What follows belongs to an exercise in optimizing a design on an open flow for small area, a short achievable clock period and few clock cycles; a production flow would make more cautious choices. Where RTL was checked, it was by simulation tests only, not by an equivalence proof against the original. Only the layout flow was run in runs 1 and 4; the RTL was not checked for function there.

## flow/design.v (module list and top-level ports; edited modules follow where they fit)
// module FA: 10 lines
// module Bitblade: 1558 lines
// module Cfu: 56 lines
module Cfu (
  input               cmd_valid,
  output              cmd_ready,
  input      [9:0]    cmd_payload_function_id,
  input      [31:0]   cmd_payload_inputs_0,
  input      [31:0]   cmd_payload_inputs_1,
  output              rsp_valid,
  input               rsp_ready,
  output     [31:0]   rsp_payload_outputs_0,
  input               reset,
  input               clk
);
  // ...
==> flow/flow/run.sh <==
#!/bin/bash
# Standard layout, with the port buffers made from sky130_fd_sc_hd__buf_2 cells instead of
# the delay cells the flow picks by default.  make's output goes to
# standard.log; each tool's own log is under orfs/logs/.
set -euo pipefail
export BUFFER_PORTS_ARGS="-buffer_cell sky130_fd_sc_hd__buf_2"
bash standard.sh > standard.log 2>&1
==> flow/standard.sh <==
#!/bin/bash
# synth_recipe.tcl (not shown) runs the flow's synth.tcl, then flattens the netlist and writes it again
# the make line also repeats each setting of config.mk as NAME=value (left out here)
make -C /OpenROAD-flow-scripts/flow DESIGN_CONFIG=/design/flow/config.mk WORK_HOME=/design/flow/orfs CLKGATE_MAP_FILE= SYNTH_SCRIPT=/design/flow/synth_recipe.tcl "${@:-finish}"
==> flow/config.mk <==
export PLATFORM = sky130hd
export DESIGN_NAME = Cfu
export DESIGN_NICKNAME = Cfu
export VERILOG_FILES = /design/flow/design.v
export SDC_FILE = /design/flow/constraint.sdc
export NUM_CORES = 4
export LEC_CHECK = 0
export CAP_MARGIN = 20
export CORE_MARGIN = 2
export CORE_UTILIZATION = 40
export SETUP_SLACK_MARGIN = 1.5
export SLEW_MARGIN = 20
export SYNTH_HIERARCHICAL = 1
export SYNTH_MINIMUM_KEEP_SIZE = 0
==> flow/constraint.sdc <==
create_clock -name core_clock -period 13.5 [get_ports {clk}]
set_input_delay 2.7000 -clock core_clock [delete_from_list [all_inputs] [get_ports {clk}]]
set_output_delay 2.7000 -clock core_clock [all_outputs]
set_load 0.01 [all_outputs]
==> impl_metrics.toml, run 1 <==
[status]
status = "timing/DRC/antenna clean"

[logic_synthesis]
synth.ff_latch_count = 46
synthMuxAreaShare = 0.0247
synth.most_common_cell = "fa_1"
synthCells = 1192
netlist_area_um2 = 11200
synth_cell_types = 75
synth_compound_area_frac = 0.0689
syn_avg_cell_area_um2 = 9.40
yosys.area_share.simple = 0.244

[floorplan]
fp.dieArea_um2 = 29400
rows = 61
core_um2 = 27700

[route]
dr.pass1.iters = 5
drt_iter0_drc = 767
viasPerCell = 5.52
drc = 0

[clock_network]
cts_resized = 2
root_buffer = "clkbuf_16"

[setup_path]
r2r-start = "mode$_SDFFE_PP0P_"
path_buf_inv = 4

[timing]
hold_violations = 0
skew_ns = 0.00869
max_freq_mhz = 85.0
hold_ws_ns = 0.459

[layout]
inverters = 75
fillers = 2697
area_delta_synth_final_pct = 8.16
final-nonclk-buf-share = 0.0473
multi_input_area_share = 0.801
antennaDiodeCount = 0

[place]
dp_hpwl_um = 26400

[global_routing]
use_met1 = 0.315
grt_max_degree = 162
grt_pass1_wl_um = 51400

[hold_path]
hold_path.class = "flop to flop"
==> inputs of run 2 (changes only) <==
--- a/flow/design.v
+++ b/flow/design.v
@@ -3,16 +3,37 @@
   input  b,
   input  ci,
   output s,
   output co
 );
 assign s  = a ^ b ^ ci;
 assign co = (a & b) | (ci & (a ^ b));
 endmodule
+module INV (input a, output y);
+assign y = ~a;
+endmodule
+module NAND2 (input a, input b, output y);
+assign y = ~(a & b);
+endmodule
+module NOR2 (input a, input b, output y);
+assign y = ~(a | b);
+endmodule
+module XOR2 (input a, input b, output y);
+assign y = a ^ b;
+endmodule
+module XNOR2 (input a, input b, output y);
+assign y = ~(a ^ b);
+endmodule
+module A21OI (input a, input b, input c, output y);
+assign y = ~(a & b | c);
+endmodule
+module O21AI (input a, input b, input c, output y);
+assign y = ~((a | b) & c);
+endmodule
 module Bitblade (
   input         sel8,    
   input         op3,     
   input  [31:0] in_a,
   input  [31:0] in_b,
   input  [31:0] acc,     
   input         ldu,     
   input  [10:0] p_g,     
@@ -1554,20 +1575,410 @@
 wire q897;
 assign q897 = ~(~acc[28]);
 wire q898;
 assign q898 = ~(~acc[29]);
 wire q899;
 assign q899 = ~(~acc[30]);
 wire q900;
 assign q900 = ~(~acc[31]);
-wire [31:0] r0 = {~(~acc[31]), ~(~acc[30]), ~(~acc[29]), ~(~acc[28]), ~(~acc[27]), ~(~acc[26]), ~(~acc[25]), ~(~acc[24]), ~(~acc[23]), ~(~acc[22]), ~(~acc[21]), ~(~acc[20]), ~(~acc[19]), ~(~acc[18]), ~(s848), ~(s846), ~(s842), ~(c835), ~(c829), ~(c819), ~(s818), ~(c767), ~(c719), ~(c661), ~(c601), ~(s598), ~(s546), ~(s502), ~(s466), ~(s440), ~(s418), ~(s402)};
-wire [31:0] r1 = {~(1'b1), ~(1'b1), ~(1'b1), ~(1'b1), ~(1'b1), ~(1'b1), ~(1'b1), ~(1'b1), ~(1'b1), ~(1'b1), ~(1'b1), ~(1'b1), ~(1'b1), ~(c849), ~(c847), ~(c843), ~(c839), ~(s838), ~(s834), ~(s828), ~(c801), ~(s800), ~(s766), ~(s718), ~(s660), ~(s600), ~(s548), ~(s504), ~(s468), ~(s438), ~(s416), ~(s404)};
-wire [31:0] sum = r0 + r1;
-wire [31:0] rspv = op3 ? sum : acc_m;
+wire k901;
+NOR2 u901 (.a(s402), .b(s404), .y(k901));
+wire k902;
+NAND2 u902 (.a(s402), .b(s404), .y(k902));
+wire k903;
+XOR2 u903 (.a(s402), .b(s404), .y(k903));
+wire k904;
+NOR2 u904 (.a(s418), .b(s416), .y(k904));
+wire k905;
+NAND2 u905 (.a(s418), .b(s416), .y(k905));
+wire k906;
+XOR2 u906 (.a(s418), .b(s416), .y(k906));
+wire k907;
+NOR2 u907 (.a(s440), .b(s438), .y(k907));
+wire k908;
+NAND2 u908 (.a(s440), .b(s438), .y(k908));
+wire k909;
+XOR2 u909 (.a(s440), .b(s438), .y(k909));
+wire k910;
+NOR2 u910 (.a(s466), .b(s468), .y(k910));
+wire k911;
+NAND2 u911 (.a(s466), .b(s468), .y(k911));
+wire k912;
+XOR2 u912 (.a(s466), .b(s468), .y(k912));
+wire k913;
+NOR2 u913 (.a(s502), .b(s504), .y(k913));
+wire k914;
+NAND2 u914 (.a(s502), .b(s504), .y(k914));
+wire k915;
+XOR2 u915 (.a(s502), .b(s504), .y(k915));
+wire k916;
+NOR2 u916 (.a(s546), .b(s548), .y(k916));
+wire k917;
+NAND2 u917 (.a(s546), .b(s548), .y(k917));
+wire k918;
+XOR2 u918 (.a(s546), .b(s548), .y(k918));
+wire k919;
+NOR2 u919 (.a(s598), .b(s600), .y(k919));
+wire k920;
+NAND2 u920 (.a(s598), .b(s600), .y(k920));
+wire k921;
+XOR2 u921 (.a(s598), .b(s600), .y(k921));
+wire k922;
+NOR2 u922 (.a(c601), .b(s660), .y(k922));
+wire k923;
+NAND2 u923 (.a(c601), .b(s660), .y(k923));
+wire k924;
+XOR2 u924 (.a(c601), .b(s660), .y(k924));
+wire k925;
+NOR2 u925 (.a(c661), .b(s718), .y(k925));
+wire k926;
+NAND2 u926 (.a(c661), .b(s718), .y(k926));
+wire k927;
+XOR2 u927 (.a(c661), .b(s718), .y(k927));
+wire k928;
+NOR2 u928 (.a(c719), .b(s766), .y(k928));
+wire k929;
+NAND2 u929 (.a(c719), .b(s766), .y(k929));
+wire k930;
+XOR2 u930 (.a(c719), .b(s766), .y(k930));
+wire k931;
+NOR2 u931 (.a(c767), .b(s800), .y(k931));
+wire k932;
+NAND2 u932 (.a(c767), .b(s800), .y(k932));
+wire k933;
+XOR2 u933 (.a(c767), .b(s800), .y(k933));
+wire k934;
+NOR2 u934 (.a(s818), .b(c801), .y(k934));
+wire k935;
+NAND2 u935 (.a(s818), .b(c801), .y(k935));
+wire k936;
+XOR2 u936 (.a(s818), .b(c801), .y(k936));
+wire k937;
+NOR2 u937 (.a(c819), .b(s828), .y(k937));
+wire k938;
+NAND2 u938 (.a(c819), .b(s828), .y(k938));
+wire k939;
+XOR2 u939 (.a(c819), .b(s828), .y(k939));
+wire k940;
+NOR2 u940 (.a(c829), .b(s834), .y(k940));
+wire k941;
+NAND2 u941 (.a(c829), .b(s834), .y(k941));
+wire k942;
+XOR2 u942 (.a(c829), .b(s834), .y(k942));
+wire k943;
+NOR2 u943 (.a(c835), .b(s838), .y(k943));
+wire k944;
+NAND2 u944 (.a(c835), .b(s838), .y(k944));
+wire k945;
+XOR2 u945 (.a(c835), .b(s838), .y(k945));
+wire k946;
+NOR2 u946 (.a(s842), .b(c839), .y(k946));
+wire k947;
+NAND2 u947 (.a(s842), .b(c839), .y(k947));
+wire k948;
+XOR2 u948 (.a(s842), .b(c839), .y(k948));
+wire k949;
+NOR2 u949 (.a(s846), .b(c843), .y(k949));
+wire k950;
+NAND2 u950 (.a(s846), .b(c843), .y(k950));
+wire k951;
+XOR2 u951 (.a(s846), .b(c843), .y(k951));
+wire k952;
+NOR2 u952 (.a(s848), .b(c847), .y(k952));
+wire k953;
+NAND2 u953 (.a(s848), .b(c847), .y(k953));
+wire k954;
+XOR2 u954 (.a(s848), .b(c847), .y(k954));
+wire k955;
+NOR2 u955 (.a(~acc[18]), .b(c849), .y(k955));
+wire k956;
+NAND2 u956 (.a(~acc[18]), .b(c849), .y(k956));
+wire k957;
+XOR2 u957 (.a(~acc[18]), .b(c849), .y(k957));
+wire k958;
+A21OI u958 (.a(k905), .b(k901), .c(k904), .y(k958));
+wire k959;
+A21OI u959 (.a(k908), .b(k904), .c(k907), .y(k959));
+wire k960;
+NAND2 u960 (.a(k908), .b(k905), .y(k960));
+wire k961;
+A21OI u961 (.a(k911), .b(k907), .c(k910), .y(k961));
+wire k962;
+NAND2 u962 (.a(k911), .b(k908), .y(k962));
+wire k963;
+A21OI u963 (.a(k914), .b(k910), .c(k913), .y(k963));
+wire k964;
+NAND2 u964 (.a(k914), .b(k911), .y(k964));
+wire k965;
+A21OI u965 (.a(k917), .b(k913), .c(k916), .y(k965));
+wire k966;
+NAND2 u966 (.a(k917), .b(k914), .y(k966));
+wire k967;
+A21OI u967 (.a(k920), .b(k916), .c(k919), .y(k967));
+wire k968;
+NAND2 u968 (.a(k920), .b(k917), .y(k968));
+wire k969;
+A21OI u969 (.a(k923), .b(k919), .c(k922), .y(k969));
+wire k970;
+NAND2 u970 (.a(k923), .b(k920), .y(k970));
+wire k971;
+A21OI u971 (.a(k926), .b(k922), .c(k925), .y(k971));
+wire k972;
+NAND2 u972 (.a(k926), .b(k923), .y(k972));
+wire k973;
+A21OI u973 (.a(k929), .b(k925), .c(k928), .y(k973));
+wire k974;
+NAND2 u974 (.a(k929), .b(k926), .y(k974));
+wire k975;
+A21OI u975 (.a(k932), .b(k928), .c(k931), .y(k975));
+wire k976;
+NAND2 u976 (.a(k932), .b(k929), .y(k976));
+wire k977;
+A21OI u977 (.a(k935), .b(k931), .c(k934), .y(k977));
+wire k978;
+NAND2 u978 (.a(k935), .b(k932), .y(k978));
+wire k979;
+A21OI u979 (.a(k938), .b(k934), .c(k937), .y(k979));
+wire k980;
+NAND2 u980 (.a(k938), .b(k935), .y(k980));
+wire k981;
+A21OI u981 (.a(k941), .b(k937), .c(k940), .y(k981));
+wire k982;
+NAND2 u982 (.a(k941), .b(k938), .y(k982));
+wire k983;
+A21OI u983 (.a(k944), .b(k940), .c(k943), .y(k983));
+wire k984;
+NAND2 u984 (.a(k944), .b(k941), .y(k984));
+wire k985;
+A21OI u985 (.a(k947), .b(k943), .c(k946), .y(k985));
+wire k986;
+NAND2 u986 (.a(k947), .b(k944), .y(k986));
+wire k987;
+A21OI u987 (.a(k950), .b(k946), .c(k949), .y(k987));
+wire k988;
+NAND2 u988 (.a(k950), .b(k947), .y(k988));
+wire k989;
+A21OI u989 (.a(k953), .b(k949), .c(k952), .y(k989));
+wire k990;
+NAND2 u990 (.a(k953), .b(k950), .y(k990));
+wire k991;
+A21OI u991 (.a(k956), .b(k952), .c(k955), .y(k991));
+wire k992;
+NAND2 u992 (.a(k956), .b(k953), .y(k992));
+wire k993;
+INV u993 (.a(k901), .y(k993));
+wire k994;
+INV u994 (.a(k902), .y(k994));
+wire k995;
+O21AI u995 (.a(k960), .b(k993), .c(k959), .y(k995));
+wire k996;
+O21AI u996 (.a(k962), .b(k958), .c(k961), .y(k996));
+wire k997;
+O21AI u997 (.a(k964), .b(k959), .c(k963), .y(k997));
+wire k998;
+NOR2 u998 (.a(k964), .b(k960), .y(k998));
+wire k999;
+O21AI u999 (.a(k966), .b(k961), .c(k965), .y(k999));
+wire k1000;
+NOR2 u1000 (.a(k966), .b(k962), .y(k1000));
+wire k1001;
+O21AI u1001 (.a(k968), .b(k963), .c(k967), .y(k1001));
+wire k1002;
+NOR2 u1002 (.a(k968), .b(k964), .y(k1002));
+wire k1003;
+O21AI u1003 (.a(k970), .b(k965), .c(k969), .y(k1003));
+wire k1004;
+NOR2 u1004 (.a(k970), .b(k966), .y(k1004));
+wire k1005;
+O21AI u1005 (.a(k972), .b(k967), .c(k971), .y(k1005));
+wire k1006;
+NOR2 u1006 (.a(k972), .b(k968), .y(k1006));
+wire k1007;
+O21AI u1007 (.a(k974), .b(k969), .c(k973), .y(k1007));
+wire k1008;
+NOR2 u1008 (.a(k974), .b(k970), .y(k1008));
+wire k1009;
+O21AI u1009 (.a(k976), .b(k971), .c(k975), .y(k1009));
+wire k1010;
+NOR2 u1010 (.a(k976), .b(k972), .y(k1010));
+wire k1011;
+O21AI u1011 (.a(k978), .b(k973), .c(k977), .y(k1011));
+wire k1012;
+NOR2 u1012 (.a(k978), .b(k974), .y(k1012));
+wire k1013;
+O21AI u1013 (.a(k980), .b(k975), .c(k979), .y(k1013));
+wire k1014;
+NOR2 u1014 (.a(k980), .b(k976), .y(k1014));
+wire k1015;
+O21AI u1015 (.a(k982), .b(k977), .c(k981), .y(k1015));
+wire k1016;
+NOR2 u1016 (.a(k982), .b(k978), .y(k1016));
+wire k1017;
+O21AI u1017 (.a(k984), .b(k979), .c(k983), .y(k1017));
+wire k1018;
+NOR2 u1018 (.a(k984), .b(k980), .y(k1018));
+wire k1019;
+O21AI u1019 (.a(k986), .b(k981), .c(k985), .y(k1019));
+wire k1020;
+NOR2 u1020 (.a(k986), .b(k982), .y(k1020));
+wire k1021;
+O21AI u1021 (.a(k988), .b(k983), .c(k987), .y(k1021));
+wire k1022;
+NOR2 u1022 (.a(k988), .b(k984), .y(k1022));
+wire k1023;
+O21AI u1023 (.a(k990), .b(k985), .c(k989), .y(k1023));
+wire k1024;
+NOR2 u1024 (.a(k990), .b(k986), .y(k1024));
+wire k1025;
+O21AI u1025 (.a(k992), .b(k987), .c(k991), .y(k1025));
+wire k1026;
+NOR2 u1026 (.a(k992), .b(k988), .y(k1026));
+wire k1027;
+A21OI u1027 (.a(k998), .b(k901), .c(k997), .y(k1027));
+wire k1028;
+INV u1028 (.a(k958), .y(k1028));
+wire k1029;
+A21OI u1029 (.a(k1000), .b(k1028), .c(k999), .y(k1029));
+wire k1030;
+A21OI u1030 (.a(k1002), .b(k995), .c(k1001), .y(k1030));
+wire k1031;
+A21OI u1031 (.a(k1004), .b(k996), .c(k1003), .y(k1031));
+wire k1032;
+A21OI u1032 (.a(k1006), .b(k997), .c(k1005), .y(k1032));
+wire k1033;
+NAND2 u1033 (.a(k1006), .b(k998), .y(k1033));
+wire k1034;
+A21OI u1034 (.a(k1008), .b(k999), .c(k1007), .y(k1034));
+wire k1035;
+NAND2 u1035 (.a(k1008), .b(k1000), .y(k1035));
+wire k1036;
+A21OI u1036 (.a(k1010), .b(k1001), .c(k1009), .y(k1036));
+wire k1037;
+NAND2 u1037 (.a(k1010), .b(k1002), .y(k1037));
+wire k1038;
+A21OI u1038 (.a(k1012), .b(k1003), .c(k1011), .y(k1038));
+wire k1039;
+NAND2 u1039 (.a(k1012), .b(k1004), .y(k1039));
+wire k1040;
+A21OI u1040 (.a(k1014), .b(k1005), .c(k1013), .y(k1040));
+wire k1041;
+NAND2 u1041 (.a(k1014), .b(k1006), .y(k1041));
+wire k1042;
+A21OI u1042 (.a(k1016), .b(k1007), .c(k1015), .y(k1042));
+wire k1043;
+NAND2 u1043 (.a(k1016), .b(k1008), .y(k1043));
+wire k1044;
+A21OI u1044 (.a(k1018), .b(k1009), .c(k1017), .y(k1044));
+wire k1045;
+NAND2 u1045 (.a(k1018), .b(k1010), .y(k1045));
+wire k1046;
+A21OI u1046 (.a(k1020), .b(k1011), .c(k1019), .y(k1046));
+wire k1047;
+NAND2 u1047 (.a(k1020), .b(k1012), .y(k1047));
+wire k1048;
+A21OI u1048 (.a(k1022), .b(k1013), .c(k1021), .y(k1048));
+wire k1049;
+NAND2 u1049 (.a(k1022), .b(k1014), .y(k1049));
+wire k1050;
+A21OI u1050 (.a(k1024), .b(k1015), .c(k1023), .y(k1050));
+wire k1051;
+NAND2 u1051 (.a(k1024), .b(k1016), .y(k1051));
+wire k1052;
+A21OI u1052 (.a(k1026), .b(k1017), .c(k1025), .y(k1052));
+wire k1053;
+NAND2 u1053 (.a(k1026), .b(k1018), .y(k1053));
+wire k1054;
+INV u1054 (.a(k901), .y(k1054));
+wire k1055;
+INV u1055 (.a(k902), .y(k1055));
+wire k1056;
+O21AI u1056 (.a(k1033), .b(k1054), .c(k1032), .y(k1056));
+wire k1057;
+O21AI u1057 (.a(k1035), .b(k958), .c(k1034), .y(k1057));
+wire k1058;
+INV u1058 (.a(k995), .y(k1058));
+wire k1059;
+O21AI u1059 (.a(k1037), .b(k1058), .c(k1036), .y(k1059));
+wire k1060;
+INV u1060 (.a(k996), .y(k1060));
+wire k1061;
+O21AI u1061 (.a(k1039), .b(k1060), .c(k1038), .y(k1061));
+wire k1062;
+O21AI u1062 (.a(k1041), .b(k1027), .c(k1040), .y(k1062));
+wire k1063;
+O21AI u1063 (.a(k1043), .b(k1029), .c(k1042), .y(k1063));
+wire k1064;
+O21AI u1064 (.a(k1045), .b(k1030), .c(k1044), .y(k1064));
+wire k1065;
+O21AI u1065 (.a(k1047), .b(k1031), .c(k1046), .y(k1065));
+wire k1066;
+O21AI u1066 (.a(k1049), .b(k1032), .c(k1048), .y(k1066));
+wire k1067;
+NOR2 u1067 (.a(k1049), .b(k1033), .y(k1067));
+wire k1068;
+O21AI u1068 (.a(k1051), .b(k1034), .c(k1050), .y(k1068));
+wire k1069;
+NOR2 u1069 (.a(k1051), .b(k1035), .y(k1069));
+wire k1070;
+O21AI u1070 (.a(k1053), .b(k1036), .c(k1052), .y(k1070));
+wire k1071;
+NOR2 u1071 (.a(k1053), .b(k1037), .y(k1071));
+wire k1072;
+A21OI u1072 (.a(k1067), .b(k901), .c(k1066), .y(k1072));
+wire k1073;
+INV u1073 (.a(k958), .y(k1073));
+wire k1074;
+A21OI u1074 (.a(k1069), .b(k1073), .c(k1068), .y(k1074));
+wire k1075;
+A21OI u1075 (.a(k1071), .b(k995), .c(k1070), .y(k1075));
+wire S1076;
+assign S1076 = k903;
+wire k1077;
+XOR2 u1077 (.a(k906), .b(k901), .y(k1077));
+wire k1078;
+XNOR2 u1078 (.a(k909), .b(k958), .y(k1078));
+wire k1079;
+XOR2 u1079 (.a(k912), .b(k995), .y(k1079));
+wire k1080;
+XOR2 u1080 (.a(k915), .b(k996), .y(k1080));
+wire k1081;
+XNOR2 u1081 (.a(k918), .b(k1027), .y(k1081));
+wire k1082;
+XNOR2 u1082 (.a(k921), .b(k1029), .y(k1082));
+wire k1083;
+XNOR2 u1083 (.a(k924), .b(k1030), .y(k1083));
+wire k1084;
+XNOR2 u1084 (.a(k927), .b(k1031), .y(k1084));
+wire k1085;
+XOR2 u1085 (.a(k930), .b(k1056), .y(k1085));
+wire k1086;
+XOR2 u1086 (.a(k933), .b(k1057), .y(k1086));
+wire k1087;
+XOR2 u1087 (.a(k936), .b(k1059), .y(k1087));
+wire k1088;
+XOR2 u1088 (.a(k939), .b(k1061), .y(k1088));
+wire k1089;
+XOR2 u1089 (.a(k942), .b(k1062), .y(k1089));
+wire k1090;
+XOR2 u1090 (.a(k945), .b(k1063), .y(k1090));
+wire k1091;
+XOR2 u1091 (.a(k948), .b(k1064), .y(k1091));
+wire k1092;
+XOR2 u1092 (.a(k951), .b(k1065), .y(k1092));
+wire k1093;
+XNOR2 u1093 (.a(k954), .b(k1072), .y(k1093));
+wire k1094;
+XNOR2 u1094 (.a(k957), .b(k1074), .y(k1094));
+wire ck1095;
+assign ck1095 = ~k1075;
+wire [18:0] lo = {k1094, k1093, k1092, k1091, k1090, k1089, k1088, k1087, k1086, k1085, k1084, k1083, k1082, k1081, k1080, k1079, k1078, k1077, S1076};
+wire [12:0] inc = acc[31:19] + 1'b1;
+wire [31:0] sum = {ck1095 ? inc : acc[31:19], lo};
+wire [31:0] rspv = {(op3 & ck1095) ? inc : acc_m[31:19], op3 ? lo : acc_m[18:0]};
 assign psum = sum[10:0];
 assign rsp = rspv;
 endmodule
 module Cfu (
   input               cmd_valid,
   output              cmd_ready,
   input      [9:0]    cmd_payload_function_id,
   input      [31:0]   cmd_payload_inputs_0,
==> flow/config.mk (replaced) <==
export PLATFORM = sky130hd
export DESIGN_NAME = Cfu
export DESIGN_NICKNAME = Cfu
export VERILOG_FILES = /design/flow/design.v
export SDC_FILE = /design/flow/constraint.sdc
export NUM_CORES = 4
export LEC_CHECK = 0
export CAP_MARGIN = 20
export CORE_MARGIN = 2
export CORE_UTILIZATION = 40
export SETUP_SLACK_MARGIN = 1.0
export SLEW_MARGIN = 20
export SYNTH_HIERARCHICAL = 1
export SYNTH_MINIMUM_KEEP_SIZE = 0
==> run 2 against run 1 <==
Net effect: clock skew is 0.0011 ns lower; global-route usage down 0.45 points; synthesized cell count fell by 0.76%; cell area shrank 4.5%; via count down 5.1%; synthesized area down 2.4%; first-iteration DRC count decreased by 35%; worst setup slack improved by 0.025 ns; register-to-register slack got worse by 0.34 ns; cell count is 3.2% lower; critical endpoint is now rsp_payload_outputs_0[31].
==> impl_metrics.toml, run 2 <==
[status]
status = "timing/DRC/antenna clean"

[logic_synthesis]
synth_top_area_frac = 0.482
synthMuxAreaShare = 0.0306
synthAdderAreaFrac = 0.498
synth.ff_latch_count = 46
synth_compound_area_frac = 0.0540
synthFlopType = "dfxtp_1"
syn_avg_cell_area_um2 = 9.24
async_reset_ff_frac = 0
synthCells = 1183
post_synth_most_frequent_cells = "fa_1, nand2_1, nand3_1"
synth_top_cells_by_area = "fa_1, dfxtp_1, nand2_1"
synth.most_common_cell = "fa_1"
synth_edf_count = 0
ys_seq_area_frac = 0.0842
synth_fp_nets = 1538
yosys.area_share.simple = 0.233
netlist_area_um2 = 10900
yosys.area.top_type = "fa_1"
ys.warnings.count = 7
synth_top_family_by_area = "adder cells"
synth_cell_types = 40
synth_xor_area_frac = 0.0320

[clock_network]
cts_made_buffers = 5
clock_latency_ns = 0.30
cts_tree = "yes"
cts.sink_count = 46
clk_pin_slew_ns = 0.06
clk_path_buf_depth = 2
hold_buffers = 0
htree_levels = 2
cts_resized = 0
post-cts-setup-buffers = 0
root_buffer = "clkbuf_16"

[place]
io_buffers = 105
gp_congestion = 0.931
placed_cells = 1521
dp_hpwl_um = 26200

[setup_path]
start_kind = "primary input"
arrival_ns = 9.04
r2r-start = "mode$_SDFFE_PP0P_"
r2r-end = "acc[31]$_SDFF_PP0_"
path_class = "primary input to output pin"
critPathCaptureType = "output pin"
r2r_cells = 22
reg2reg_slack_ns = 5.61
cp_max_fo = 17
crit_required_ns = 10.80

[layout]
final_common_cell = "fa_1"
max_flop_register = "acc"
antennaDiodeCount = 0
mostFrequentLayoutCells = "fa_1, nand2_1, nand3_1"
top_regs = "acc (32), ups (11)"
nets = 1542
final_util = 0.431
area_delta_synth_final_pct = 5.93
fillers = 2709
finalNonFillerCells = 1529
largest_reg_flops = 32
drive_above_1_share = 0.156

[timing]
post-route-period-util = 0.869
finalMaxSlewViolations = 0
setup_violations = 0
fin_setup_tns_ns = 0
max_freq_mhz = 85.2
rsz0062_at_grt = "no"
hold_ws_ns = 0.460
period_needed_ns = 11.74
hold_violations = 0
worst_pin_slew_ns = 1.00
max_slew_margin = 0.330
skew_ns = 0.00764

[global_routing]
grt_pass1_wl_um = 49800
antenna_found_initial = 0
grt_max_degree = 64
grt-ovfl-total = 0
grtUsageTotal = 0.228
grt_pass1_vias = 8835

[route]
drc = 0
viasPerCell = 5.41
drt_iter0_drc = 499
ant_nets = 0
routed_wl_um = 30600
wl_per_cell_um = 20.0
dr.pass1.iters = 5
vias = 8270

[floorplan]
initial_utilization = 0.407
core_um2 = 26900
rows = 60
die_width_um = 169
fp.dieArea_um2 = 28700
die_h_um = 169
io_pins = 112

[hold_path]
hold_path.class = "flop to flop"
min_to = "pending$_SDFF_PP0_"
holdPathStages = 1
min_from = "pending$_SDFF_PP0_"

[job]
drv_cap = 0
run 2: cell count changes in the layout (fill, tap and decap cells not counted), sizes merged, moves of 8 or more:
| cell | previous run | this run |
|---|---|---|
| a21o | 8 | 0 |
| a21oi | 24 | 36 |
| xor2 | 4 | 31 |
| nand3 | 148 | 132 |
| nor3 | 9 | 0 |
| nand2 | 168 | 186 |
| ha | 32 | 14 |
| and3 | 21 | 11 |
| nor2 | 24 | 52 |
| o21ai | 9 | 36 |
run 2: metal layers:
layer | global-route usage | wire, um | up-vias
met5 | 0 | 0 | -
met4 | 0.0457 | 677 | 0
met3 | 0.0422 | 2370 | 40
met2 | 0.371 | 14400 | 321
met1 | 0.321 | 13100 | 4202
li1 | - | - | 3707
run 2: through the flow:
step / worst slack, ns / instance area [um^2]
after floorplan: 2.26 / 10900
after global placement: 1.82 / 11400
after detailed placement: 1.80 / 11400
after CTS: 1.80 / 11600
after global routing: 1.37 / 11600
final: 1.76 / 11600
run 2: worst max-delay path: stages:
cell	delay [ns]
buf_2	0.10
nand2b_1	0.42
inv_1	0.29
nand2b_1	0.24
fa_1	0.44
fa_1	0.47
fa_1	0.40
fa_1	0.40
fa_1	0.51
fa_1	0.41
fa_1	0.51
fa_1	0.46
nand2_1	0.14
nand2_1	0.11
nor2_1	0.25
nand2_1	0.12
nor2_1	0.17
a21oi_2	0.08
nor2b_1	0.13
buf_4	0.22
nor2_1	0.06
a31oi_1	0.20
buf_2	0.17
run 2: area by class of cell:
type / count / area (um^2) / area share
inverters: 70 / 263 / 0.0227
flip-flops and latches: 46 / 921 / 0.0795
clock inverters: 3 / 25.0 / 0.00216
clock buffers: 5 / 125 / 0.0108
repair buffers: 108 / 548 / 0.0473
well taps: 341 / 427 / 0.0368
multi-input cells: 956 / 9270 / 0.801
run 2: Yosys stat by module, one instance, submodules excluded:
module    copies in the design  area (um^2)
Cfu                          1         1830
NAND2                       46         3.75
O21AI                       28         5.00
NOR2                        37         3.75
XNOR2                        7         8.76
XOR2                        30         8.76
FA                         263         20.0
A21OI                       36         8.76
Bitblade                     1         2730
INV                          6         3.75
run 2: kinds of logic after synthesis:
group                      count (synthesis)
AOI/OAI and AO/OA                         86
xor gates and xnor gates                  40
adders and majority gates                277
buffers and inverters                    181
DFF                                       46
muxes                                     31
and+or+nand+nor                          522
run 2: worst max-delay path by stage:
stage                               start                   endpoint  slack [ns]
2_1_floorplan     cmd_payload_inputs_0[4]  rsp_payload_outputs_0[30]        2.26
3_3_place_gp   cmd_payload_function_id[0]  rsp_payload_outputs_0[31]        1.82
3_5_place_dp   cmd_payload_function_id[0]  rsp_payload_outputs_0[29]        1.80
4_1_cts        cmd_payload_function_id[0]  rsp_payload_outputs_0[29]        1.80
5_1_grt        cmd_payload_function_id[0]  rsp_payload_outputs_0[21]        1.37
6_report       cmd_payload_function_id[0]  rsp_payload_outputs_0[31]        1.76
Testbench counts of run 2, summed over its fixed seeds: cycles 2,112.
==> inputs of run 3 (changes only) <==
--- a/flow/config.mk
+++ b/flow/config.mk
@@ -8,7 +8,7 @@
 export CAP_MARGIN = 20
 export CORE_MARGIN = 2
 export CORE_UTILIZATION = 40
-export SETUP_SLACK_MARGIN = 1.0
+export SETUP_SLACK_MARGIN = 1.5
 export SLEW_MARGIN = 20
 export SYNTH_HIERARCHICAL = 1
 export SYNTH_MINIMUM_KEEP_SIZE = 0
==> run 3 against run 2 <==
Net effect: synthesized area stayed put; clock skew is 0.00071 ns higher; global-route usage stayed put; flip-flop and latch count stayed put; hold slack hardly changed; critical endpoint unchanged; clock-buffer cell count stayed put; register-to-register slack hardly changed; first-iteration DRC count is 2.4% lower; via count is 0.67% lower.
==> impl_metrics.toml, run 3 <==
[job]
drv_cap = 0

[setup_path]
reg2reg_slack_ns = 5.62
cp_max_fo = 17
r2r_cells = 22
path_class = "primary input to output pin"
r2r-end = "acc[29]$_SDFF_PP0_"
cp_cell_sequence = "buf_2 -> nand2b_2 -> inv_1 -> nand2b_1 -> fa_1 -> fa_1 -> fa_1 -> fa_1 -> fa_1 -> fa_1 -> fa_1 -> fa_1 -> nand2_1 -> nand2_1 -> nor2_1 -> nand2_1 -> nor2_1 -> a21oi_2 -> nor2b_1 -> buf_4 -> nor2_1 -> a31oi_1 -> buf_2"
critPathSlowestCell = "fa_1"
r2r-start = "mode$_SDFFE_PP0P_"
critPathCaptureType = "output pin"
arrival_ns = 8.82
crit_top_cell = "fa_1"
crit_required_ns = 10.80
cpLargestDelayFamily = "adder cells"
max_stage_delay_ns = 0.51
path_buf_inv = 4
start_kind = "primary input"

[floorplan]
io_pins = 112
die_h_um = 169
rows = 60
die_width_um = 169
core_um2 = 26900
fp.dieArea_um2 = 28700
initial_utilization = 0.407

[clock_network]
cts.sink_count = 46
clock_latency_ns = 0.30
clk_path_buf_depth = 2
root_buffer = "clkbuf_16"
post-cts-setup-buffers = 0
cts_tree = "yes"
cts_made_buffers = 5
clk_pin_slew_ns = 0.06
hold_buffers = 0
htree_levels = 2
cts_resized = 0

[global_routing]
antenna_found_initial = 0
grtUsageTotal = 0.228
grt-ovfl-total = 0
grt_max_degree = 64
grt_pass1_vias = 8835
grt_pass1_wl_um = 49800

[logic_synthesis]
synth.most_common_cell = "fa_1"
synthAdderAreaFrac = 0.498
synthCells = 1183
synth_edf_count = 0
synthMuxAreaShare = 0.0306
synthFlopType = "dfxtp_1"
async_reset_ff_frac = 0
synth.ff_latch_count = 46
synth_xor_area_frac = 0.0320
synth_fp_nets = 1538
post_synth_most_frequent_cells = "fa_1, nand2_1, nand3_1"
synth_top_area_frac = 0.482
syn_avg_cell_area_um2 = 9.24
ys_seq_area_frac = 0.0842
yosys.area.top_type = "fa_1"
synth_top_family_by_area = "adder cells"
netlist_area_um2 = 10900
synth_cell_types = 40
synth_top_cells_by_area = "fa_1, dfxtp_1, nand2_1"
yosys.area_share.simple = 0.233
ys.warnings.count = 7
synth_compound_area_frac = 0.0540

[layout]
drive_above_1_share = 0.157
final_util = 0.431
area_delta_synth_final_pct = 5.95
top_regs = "acc (32), ups (11)"
mostFrequentLayoutCells = "fa_1, nand2_1, nand3_1"
final_common_cell = "fa_1"
max_flop_register = "acc"
antennaDiodeCount = 0
nets = 1542
largest_reg_flops = 32

[route]
dr.pass1.iters = 8
wl_per_cell_um = 20.0
vias = 8215
drt_iter0_drc = 487
routed_wl_um = 30600
viasPerCell = 5.37
drc = 0
ant_nets = 0

[timing]
hold_violations = 0
rsz0062_at_grt = "no"
setup_violations = 0
post-route-period-util = 0.853
fin_setup_tns_ns = 0
period_needed_ns = 11.52
max_freq_mhz = 86.8
finalMaxSlewViolations = 0
skew_ns = 0.00835
max_slew_margin = 0.327
worst_pin_slew_ns = 1.01

[status]
status = "timing/DRC/antenna clean"

[hold_path]
hold_path.class = "flop to flop"
min_to = "pending$_SDFF_PP0_"
min_from = "pending$_SDFF_PP0_"
holdPathStages = 1

[place]
gp_congestion = 0.931
dp_hpwl_um = 26200
io_buffers = 105
==> run 3: cell count changes in the layout (fill, tap and decap cells not counted) <==
cell | previous run | this run
nand2b_1 | 49 | 48
nand2b_2 | 0 | 1
==> run 3: cells by family (layout without fill, tap and decap cells) <==
group | Yosys count | after routing
adders and majority gates | 277 | 277
buffers and inverters | 181 | 186
AOI/OAI and AO/OA | 86 | 86
and+or+nand+nor | 522 | 522
xor gates and xnor gates | 40 | 40
DFF | 46 | 46
muxes | 31 | 31
==> run 3: worst register-to-register path: stages, from the launching register on <==
cell,delay (ns)
dfxtp_1,0.48
nor2_4,0.85
buf_4,0.65
nand3_1,0.24
fa_1,0.56
fa_1,0.58
fa_1,0.44
fa_1,0.54
fa_1,0.46
fa_1,0.41
fa_1,0.51
fa_1,0.46
nand2_1,0.14
nand2_1,0.11
nor2_1,0.25
nand2_1,0.12
nor2_1,0.17
a21oi_2,0.08
nor2b_1,0.13
buf_4,0.22
nor2_1,0.07
a31oi_1,0.19
nor2b_1,0.15
==> run 3: modules after synthesis, one instance, submodules excluded, excerpt <==
| module | copies in the design | cells inside | area, um^2 | flip-flops and latches |
|---|---|---|---|---|
| O21AI | 28 | 1 | 5.00 | 0 |
| XNOR2 | 7 | 1 | 8.76 | 0 |
| NOR2 | 37 | 1 | 3.75 | 0 |
| XOR2 | 30 | 1 | 8.76 | 0 |
| INV | 6 | 1 | 3.75 | 0 |
| FA | 263 | 1 | 20.0 | 0 |
| Cfu | 1 | 182 | 1830 | 46 |
==> run 3: worst max-delay path by stage <==
stage | depth (start not counted) | end | from | slack (ns)
2_1_floorplan | 22 | rsp_payload_outputs_0[30] | cmd_payload_inputs_0[4] | 2.26
3_3_place_gp | 23 | rsp_payload_outputs_0[31] | cmd_payload_function_id[0] | 1.82
3_5_place_dp | 23 | rsp_payload_outputs_0[29] | cmd_payload_function_id[0] | 1.80
4_1_cts | 23 | rsp_payload_outputs_0[29] | cmd_payload_function_id[0] | 1.80
5_1_grt | 21 | rsp_payload_outputs_0[21] | cmd_payload_function_id[0] | 1.58
6_report | 23 | rsp_payload_outputs_0[31] | cmd_payload_function_id[0] | 1.98
==> run 3: final cells by class <==
type,count,area (um^2)
multi-input cells,956,9280
well taps,341,427
flip-flops and latches,46,921
clock inverters,3,25.0
inverters,70,263
clock buffers,5,125
repair buffers,108,548
fillers,2708,15300
==> run 3: through the flow <==
| stage | setup WS [ns] | instance area (um^2) | std cells | hold slack, ns |
|---|---|---|---|---|
| floorplan | 2.26 | 10900 | 1183 | 0.433 |
| detailed placement | 1.80 | 11400 | 1521 | 0.450 |
| global placement | 1.82 | 11400 | 1521 | 0.439 |
| finish | 1.98 | 11600 | 1529 | 0.460 |
| global route | 1.58 | 11600 | 1529 | 0.499 |
| CTS | 1.80 | 11600 | 1529 | 0.466 |
==> run 3: layer usage <==
metal	part of all wire	up-vias	GRT usage
met5	0	-	0
met4	0.022	0	0.0457
met3	0.079	38	0.0422
met2	0.47	293	0.371
met1	0.43	4174	0.321
li1	-	3710	-
==> module Cfu, before the edit <==
module Cfu (
  input               cmd_valid,
  output              cmd_ready,
  input      [9:0]    cmd_payload_function_id,
  input      [31:0]   cmd_payload_inputs_0,
  input      [31:0]   cmd_payload_inputs_1,
  output              rsp_valid,
  input               rsp_ready,
  output     [31:0]   rsp_payload_outputs_0,
  input               reset,
  input               clk
);
wire [2:0] opcode = cmd_payload_function_id[2:0];
wire ld_upper = opcode[1] & ~opcode[0];
reg         mode;
reg  [31:0] acc;
reg  [10:0] ups;       
reg         pending;   
reg         nib;       
wire hold = cmd_valid && opcode == 3'd2 && !mode && !nib;
wire go   = cmd_valid && !hold;
wire op0  = go && opcode == 3'd0;
wire op1  = go && opcode == 3'd1;
wire op2  = go && opcode == 3'd2;
wire op3  = go && opcode == 3'd3;
wire [10:0] psum;
Bitblade bitblade (
  .sel8(~mode & ~nib),
  .op3(op3),
  .in_a(cmd_payload_inputs_0),
  .in_b(cmd_payload_inputs_1),
  .acc(acc),
  .ldu(ld_upper),
  .p_g(ups & {11{mode & ~ld_upper}}),
  .acc_m(acc & {32{~op1}}),
  .psum(psum),
  .rsp(rsp_payload_outputs_0)
);
assign cmd_ready = !hold;
assign rsp_valid = go | pending;
always @(posedge clk) begin
  if (reset) begin
    mode    <= 1'b0;
    acc     <= 32'd0;
    ups     <= 11'd0;
    pending <= 1'b0;
    nib     <= 1'b0;
  end else begin
    if (op0) mode <= cmd_payload_function_id[3];
    acc <= rsp_payload_outputs_0;
    if (op2) ups <= psum;
    pending <= rsp_valid & ~rsp_ready;
    nib <= hold;
  end
end
endmodule
==> inputs of run 4 (changes only) <==
--- a/flow/design.v
+++ b/flow/design.v
@@ -2002,31 +2002,33 @@
 wire op1  = go && opcode == 3'd1;
 wire op2  = go && opcode == 3'd2;
 wire op3  = go && opcode == 3'd3;
+wire use_sum = op3 && !reset;
+wire clr     = op1 || reset;
 wire [10:0] psum;
 Bitblade bitblade (
   .sel8(~mode & ~nib),
-  .op3(op3),
+  .op3(use_sum),
   .in_a(cmd_payload_inputs_0),
   .in_b(cmd_payload_inputs_1),
   .acc(acc),
   .ldu(ld_upper),
   .p_g(ups & {11{mode & ~ld_upper}}),
-  .acc_m(acc & {32{~op1}}),
+  .acc_m(acc & {32{~clr}}),
   .psum(psum),
   .rsp(rsp_payload_outputs_0)
 );
 assign cmd_ready = !hold;
 assign rsp_valid = go | pending;
+always @(posedge clk)
+  acc <= rsp_payload_outputs_0;
 always @(posedge clk) begin
   if (reset) begin
     mode    <= 1'b0;
-    acc     <= 32'd0;
     ups     <= 11'd0;
     pending <= 1'b0;
     nib     <= 1'b0;
   end else begin
     if (op0) mode <= cmd_payload_function_id[3];
-    acc <= rsp_payload_outputs_0;
     if (op2) ups <= psum;
     pending <= rsp_valid & ~rsp_ready;
     nib <= hold;
==> run 4 against run 3 <==
Net effect: die area decreased by 1.9%; highest routed layer unchanged; sequential share of layout area increased by 0.11 points; critical path type unchanged; largest cell class unchanged; register-to-register slack improved by 0.08 ns.
==> impl_metrics.toml, run 4 <==
[layout]
area_delta_synth_final_pct = 6.56
mostFrequentLayoutCells = "fa_1, nand2_1, nand3_1"
nets = 1513
top_regs = "acc (32), ups (11)"
final_common_cell = "fa_1"
largest_reg_flops = 32
drive_above_1_share = 0.165
fillers = 2607
final_util = 0.436
antennaDiodeCount = 0
final_area_um2 = 11400
max_flop_register = "acc"

[logic_synthesis]
ys_seq_area_frac = 0.0859
synth_top_family_by_area = "adder cells"
synth_cell_types = 41
netlist_area_um2 = 10700
synthFlopType = "dfxtp_1"
synth_top_cells_by_area = "fa_1, dfxtp_1, nand2_1"
syn_avg_cell_area_um2 = 9.32
ys.warnings.count = 7
synth.most_common_cell = "fa_1"
synth_edf_count = 0
synth_compound_area_frac = 0.0564
synth.ff_latch_count = 46
yosys.area.top_type = "fa_1"
synthAdderAreaFrac = 0.508
yosys.area_share.simple = 0.218
synthCells = 1150
synth_xor_area_frac = 0.0327
synth_top_area_frac = 0.491
synth_fp_nets = 1505
post_synth_most_frequent_cells = "fa_1, nand2_1, nand3_1"
synthMuxAreaShare = 0.0312
async_reset_ff_frac = 0

[setup_path]
cp_cell_sequence = "buf_2 -> nand2b_2 -> inv_2 -> nand2b_1 -> fa_1 -> fa_1 -> fa_1 -> fa_1 -> fa_1 -> fa_1 -> fa_1 -> fa_1 -> nor2_1 -> a21oi_2 -> o21ai_1 -> a21oi_2 -> o21ai_1 -> a21oi_2 -> nor2b_4 -> nor2_1 -> a31oi_1 -> buf_2"
reg2reg_slack_ns = 5.70
start_kind = "primary input"
arrival_ns = 8.81
path_class = "primary input to output pin"
critPathCaptureType = "output pin"
crit_required_ns = 10.80
path_buf_inv = 3
cpLargestDelayFamily = "adder cells"
crit_top_cell = "fa_1"
max_stage_delay_ns = 0.51
cp_max_fo = 17
critPathSlowestCell = "fa_1"

[global_routing]
grt-ovfl-total = 0
grt_pass1_vias = 8509
grt_max_degree = 65
grt_pass1_wl_um = 48400
antenna_found_initial = 0
grtUsageTotal = 0.226

[place]
dp_hpwl_um = 26000
io_buffers = 105
gp_congestion = 0.917
dp_slack_ns = 1.44
place_area_um2 = 11200

[route]
ant_nets = 0
routed_wl_um = 30200
viasPerCell = 5.40
drt_iter0_drc = 456
vias = 8074
dr.pass1.iters = 5
drc = 0
wl_per_cell_um = 20.2

[timing]
fin_setup_tns_ns = 0
worst_pin_slew_ns = 1.02
max_freq_mhz = 86.8
fin_ws_ns = 1.99
post-route-period-util = 0.853
setup_violations = 0
max_slew_margin = 0.319
skew_ns = 0.00443
period_needed_ns = 11.51
rsz0062_at_grt = "no"
hold_violations = 0
finalMaxSlewViolations = 0

[clock_network]
cts_made_buffers = 5
root_buffer = "clkbuf_16"
cts_tree = "yes"
clk_pin_slew_ns = 0.07
clk_path_buf_depth = 2
cts.sink_count = 46
post-cts-setup-buffers = 0
htree_levels = 2
clock_latency_ns = 0.29

[floorplan]
die_h_um = 168
rows = 59
initial_utilization = 0.409
core_um2 = 26200
fp.dieArea_um2 = 28100
io_pins = 112
die_width_um = 168

[job]
drv_cap = 0

[hold_path]
hold_path.class = "flop to flop"

[status]
status = "timing/DRC/antenna clean"
-- run 4: cell count changes after synthesis, sizes merged, moves of 2 or more --
cell / before / now
and2: 0 / 33
and4bb: 2 / 0
nor2b: 66 / 1
clkbuf: 88 / 86
-- run 4: final cells by class --
type | count | area, um^2 | share of cell area
multi-input cells | 925 | 9090 | 0.796
clock buffers | 5 | 125 | 0.0110
flip-flops and latches | 46 | 921 | 0.0806
clock inverters | 3 | 43.8 | 0.00383
well taps | 335 | 419 | 0.0367
inverters | 71 | 267 | 0.0233
repair buffers | 109 | 556 | 0.0486
-- run 4: logic make-up (layout without fill, tap and decap cells) --
| logic type | count (synthesis) | in the layout |
|---|---|---|
| AO/OA/AOI/OAI | 87 | 87 |
| XOR/XNOR | 40 | 40 |
| adder cells (fa/ha/maj) | 277 | 277 |
| buffers and inverters | 179 | 188 |
| flip-flops | 46 | 46 |
| multiplexers | 31 | 31 |
| AND/OR/NAND/NOR | 490 | 490 |
-- run 4: per-stage QoR --
| stage | std cells | hold slack [ns] |
|---|---|---|
| detailed placement | 1486 | 0.466 |
| finish | 1494 | 0.472 |
| floorplan | 1150 | 0.444 |
| CTS | 1494 | 0.475 |
| global placement | 1486 | 0.455 |
| global route | 1494 | 0.502 |
-- run 4: timing repair --
item / CTS / global route
resized for setup: 1 / 1
hold buffers: 0 / 0
endpoints found under the setup margin: 8 / 8
-- run 4: layer usage --
metal,GRT usage,part of all wire,up-vias
met5,0,0,-
met2,0.368,0.47,306
li1,-,-,3628
met4,0.0537,0.025,0
met1,0.320,0.44,4100
met3,0.0357,0.066,40
-- run 4: worst register-to-register path: cells and delay by family (launching register included) --
family	cells	cell delay, ns
adder cells (fa/ha/maj)	8	4.01
AND/OR/NAND/NOR	5	1.73
AO/OA/AOI/OAI	6	0.85
buffers and inverters	1	0.65
flip-flops	1	0.47
-- run 4: final timing paths --
check,cells past startpoint,from,to
max,22,cmd_payload_function_id[0],rsp_payload_outputs_0[30]
min,2,ups[9]$_SDFFE_PP0P_,ups[9]$_SDFFE_PP0P_
max reg2reg,20,mode$_SDFFE_PP0P_,acc[30]$_DFF_P_
min reg2reg,2,ups[9]$_SDFFE_PP0P_,ups[9]$_SDFFE_PP0P_
-- run 4: Yosys stat by module (local to each module, per instance) --
module    area [um^2]  flops+latches
A21OI            8.76              0
NOR2             3.75              0
O21AI            5.00              0
Bitblade         2730              0
XOR2             8.76              0
NAND2            3.75              0
Cfu              1610             46
XNOR2            8.76              0
INV              3.75              0
FA               20.0              0

## port drivers added, routing unchanged
The flow's constraints put no driver on any port. The routed layouts listed below were extracted and timed again, unchanged, in two steps.
Step 1 assumes that a clkbuf_16 drives the clock port and a buf_2 every other input.
Step 2 also shifts input and output timing later by t, the mid clock arrival at the registers, as if the neighbouring blocks saw the same clock.
a / b / c = ideal / step 1 / step 2; a / b = the first two.
run	t, ns	setup WS [ns]	worst setup path at the end	latest minus earliest clock arrival (ns)	worst register clock-pin slew, ns
run 1	0.331	1.740 / 1.715 / 1.715	input to output	0.009 / 0.009	0.07 / 0.07
run 2	0.330	1.764 / 1.743 / 1.743	input to output	0.008 / 0.008	0.07 / 0.07
run 3	0.330	1.985 / 1.966 / 1.966	input to output	0.008 / 0.009	0.07 / 0.07
run 4	0.328	1.985 / 1.964 / 1.964	input to output	0.005 / 0.005	0.07 / 0.07
After both steps every run listed still meets setup and hold. For run 1, which loses most, drivers alone change the setup slack by -0.025 ns; drivers and shift together by -0.025 ns.
